From an optimization exercise on the open Yosys and OpenROAD flow, aimed at small area, a short achievable clock period and few clock cycles per item; shortcuts taken in it are not production practice. Function was checked by simulation only, so behaviour that the tests miss may differ from the original.

Design tanh, start of the top module:
module tanh (
    input  clk,
    input  rst,
    input  [13:0] i_x,
    input  i_valid,
    output o_ready,
    output [13:0] o_fx,
    output o_valid,
    input  i_ready
);
logic        adv;
logic [13:0] x0;
logic [1:0]  cnt;
logic        ov_r;
logic [13:0] e0, e1;
logic [0:0] m1_hc;
logic [17:0] m1_ha;
logic [17:0] m1_hb;
logic [13:0] x_s1;
logic [13:0] q_s2;
logic [13:0] x_s2;
logic [4:0] d1_one;
logic [3:0] d1_two;
logic [3:0] d1_neg;
logic [13:0] q_s3;
logic [13:0] x_s3;
logic [0:0] m2_hc;
logic [17:0] m2_ha;
logic [17:0] m2_hb;
logic [13:0] x_s4;
logic [13:0] q_s4;
logic [5:0] d2_one;
logic [4:0] d2_two;
logic [4:0] d2_neg;
logic [13:0] x_s5;
logic [13:0] q_s5;
logic [0:0] m3_hc;
logic [17:0] m3_ha;
logic [17:0] m3_hb;
logic [13:0] x_s6;
logic [13:0] q_s6;
logic [5:0] d3_one;
logic [5:0] d3_two;
logic [4:0] d3_neg;
logic [13:0] x_s7;
logic [13:0] q_s7;
logic [0:0] m4_hc;
logic [17:0] m4_ha;
logic [17:0] m4_hb;
logic [13:0] x_s8;
logic [13:0] q_s8;
logic [6:0] d4_one;
logic [6:0] d4_two;
logic [5:0] d4_neg;
logic [13:0] x_s9;
logic [13:0] q_s9;
logic [0:0] m5_hc;
logic [17:0] m5_ha;
logic [17:0] m5_hb;
logic [13:0] x_s10;
logic [14:0] r5p;
logic [6:0] dx_one;
logic [6:0] dx_two;
logic [6:0] dx_neg;
logic [0:0] m6_hc;
logic [17:0] m6_ha;
logic [17:0] m6_hb;
logic v0, v1, v2, v3, v4, v5, v6, v7, v8, v9, v10, v11, v12;
wire deliver = ov_r & i_ready;
wire arrive  = adv & v12;
wire [1:0] cnt_n = cnt + {1'b0, arrive} - {1'b0, deliver};
wire m1_pp_1 = x0[0] & x0[1];
wire m1_pp_2 = x0[0] & x0[2];
wire m1_pp_3 = x0[0] & x0[3];
wire m1_pp_4 = x0[0] & x0[4];
wire m1_pp_5 = x0[0] & x0[5];
wire m1_pp_6 = x0[0] & x0[6];
wire m1_pp_7 = x0[0] & x0[7];
wire m1_pp_8 = x0[0] & x0[8];
wire m1_pp_9 = x0[0] & x0[9];
wire m1_pp_10 = x0[0] & x0[10];
wire m1_pp_11 = x0[0] & x0[11];
  ...
clock: 8.0 ns
lec_check: 0
cap_margin: 20
core_margin: 2
core_utilization: 40
cts_cluster_diameter: 120
cts_cluster_size: 22
setup_slack_margin: 4.8
slew_margin: 20
synth_hierarchical: 1
synth_minimum_keep_size: 0
run.sh (not shown) runs the stock make flow with config.mk's settings and CLKGATE_MAP_FILE= SYNTH_SCRIPT=/design/flow/synth_recipe.tcl, a recipe that flattens the netlist after the stock synthesis.
The baseline completed without violations.
Testbench counts at the start, summed over its fixed seeds: cycles 16,112, items 16,000.
Rerun with:
Settings changed: CTS_CLUSTER_DIAMETER 120 to not set, CTS_CLUSTER_SIZE 22 to not set, SETUP_SLACK_MARGIN 4.8 to 4.7.
Result: The changed run passed the timing, DRC and antenna checks; non-clock buffer count drops by 74; wire length drops by about 2.5%; clock skew is about the same; maximum frequency drops by about 1.4%; count of clock-buffer cells in the layout climbs by 36; hold slack stays flat.
Rerun with:
Settings changed: SETUP_SLACK_MARGIN 4.7 to 4.85.
What happened: The changed run passed the timing, DRC and antenna checks. First-iteration DRC count came out higher by 4.1%. Area after synthesis is unchanged.

---

tanh again, from the RTL that the note above started with.
Settings: LEC_CHECK=0, CAP_MARGIN=20, CORE_MARGIN=2, CORE_UTILIZATION=40, SETUP_SLACK_MARGIN=5, SLEW_MARGIN=20, SYNTH_HIERARCHICAL=1, SYNTH_MINIMUM_KEEP_SIZE=0; clock period 8.0 ns.
Testbench counts at the start, summed over its fixed seeds: cycles 16,112, items 16,000.
Then changed:
Settings changed: CELL_PAD_IN_SITES_DETAIL_PLACEMENT set to 0, CELL_PAD_IN_SITES_GLOBAL_PLACEMENT set to 0, SETUP_SLACK_MARGIN 5 to 4.7.
After rerunning: Critical path depth went down by 2; sequential share of layout area climbs by 2.7 points; fmax fell by 2.8%; area after synthesis is unchanged; synthesized cell count is unchanged; design area falls by about 6.5%; core utilization shrinks by 3.1 points; routed wire length shrinks by 8.5%; non-clock buffer count went down by 272.

==> what the ideal ports hide <==
In the flow no input, the clock included, has a driving cell. The finished layouts below were timed again as built, in two steps.
Step 1: set_driving_cell puts a clkbuf_16 on clk and a buf_2 on each other input, an assumption about the parent block.
Step 2, shift: input delay + t, output delay - t, t = (earliest + latest rising clock arrival at the registers) / 2. This alone moves slack from input paths to output paths.
Slacks: ideal / step 1 / step 2; pairs: ideal / step 1.
run	t, ns	setup slack, ns	hold slack, ns	latest minus earliest clock arrival (ns)	worst register clock-pin slew, ns
the first run of note 1	0.639	4.846 / 4.802 / 4.512	0.410 / 0.410 / 0.410	0.027 / 0.027	0.09 / 0.09
the second run of note 1	0.671	4.803 / 4.782 / 4.262	0.410 / 0.410 / 0.410	0.026 / 0.026	0.06 / 0.06
the third run of note 1	0.680	4.876 / 4.853 / 4.507	0.402 / 0.402 / 0.402	0.029 / 0.029	0.06 / 0.06
the first run of note 2	0.681	4.892 / 4.892 / 4.467	0.407 / 0.407 / 0.407	0.026 / 0.026	0.07 / 0.07
the second run of note 2	0.671	4.803 / 4.782 / 4.262	0.410 / 0.410 / 0.410	0.026 / 0.026	0.06 / 0.06
After both steps every run listed still meets setup and hold.
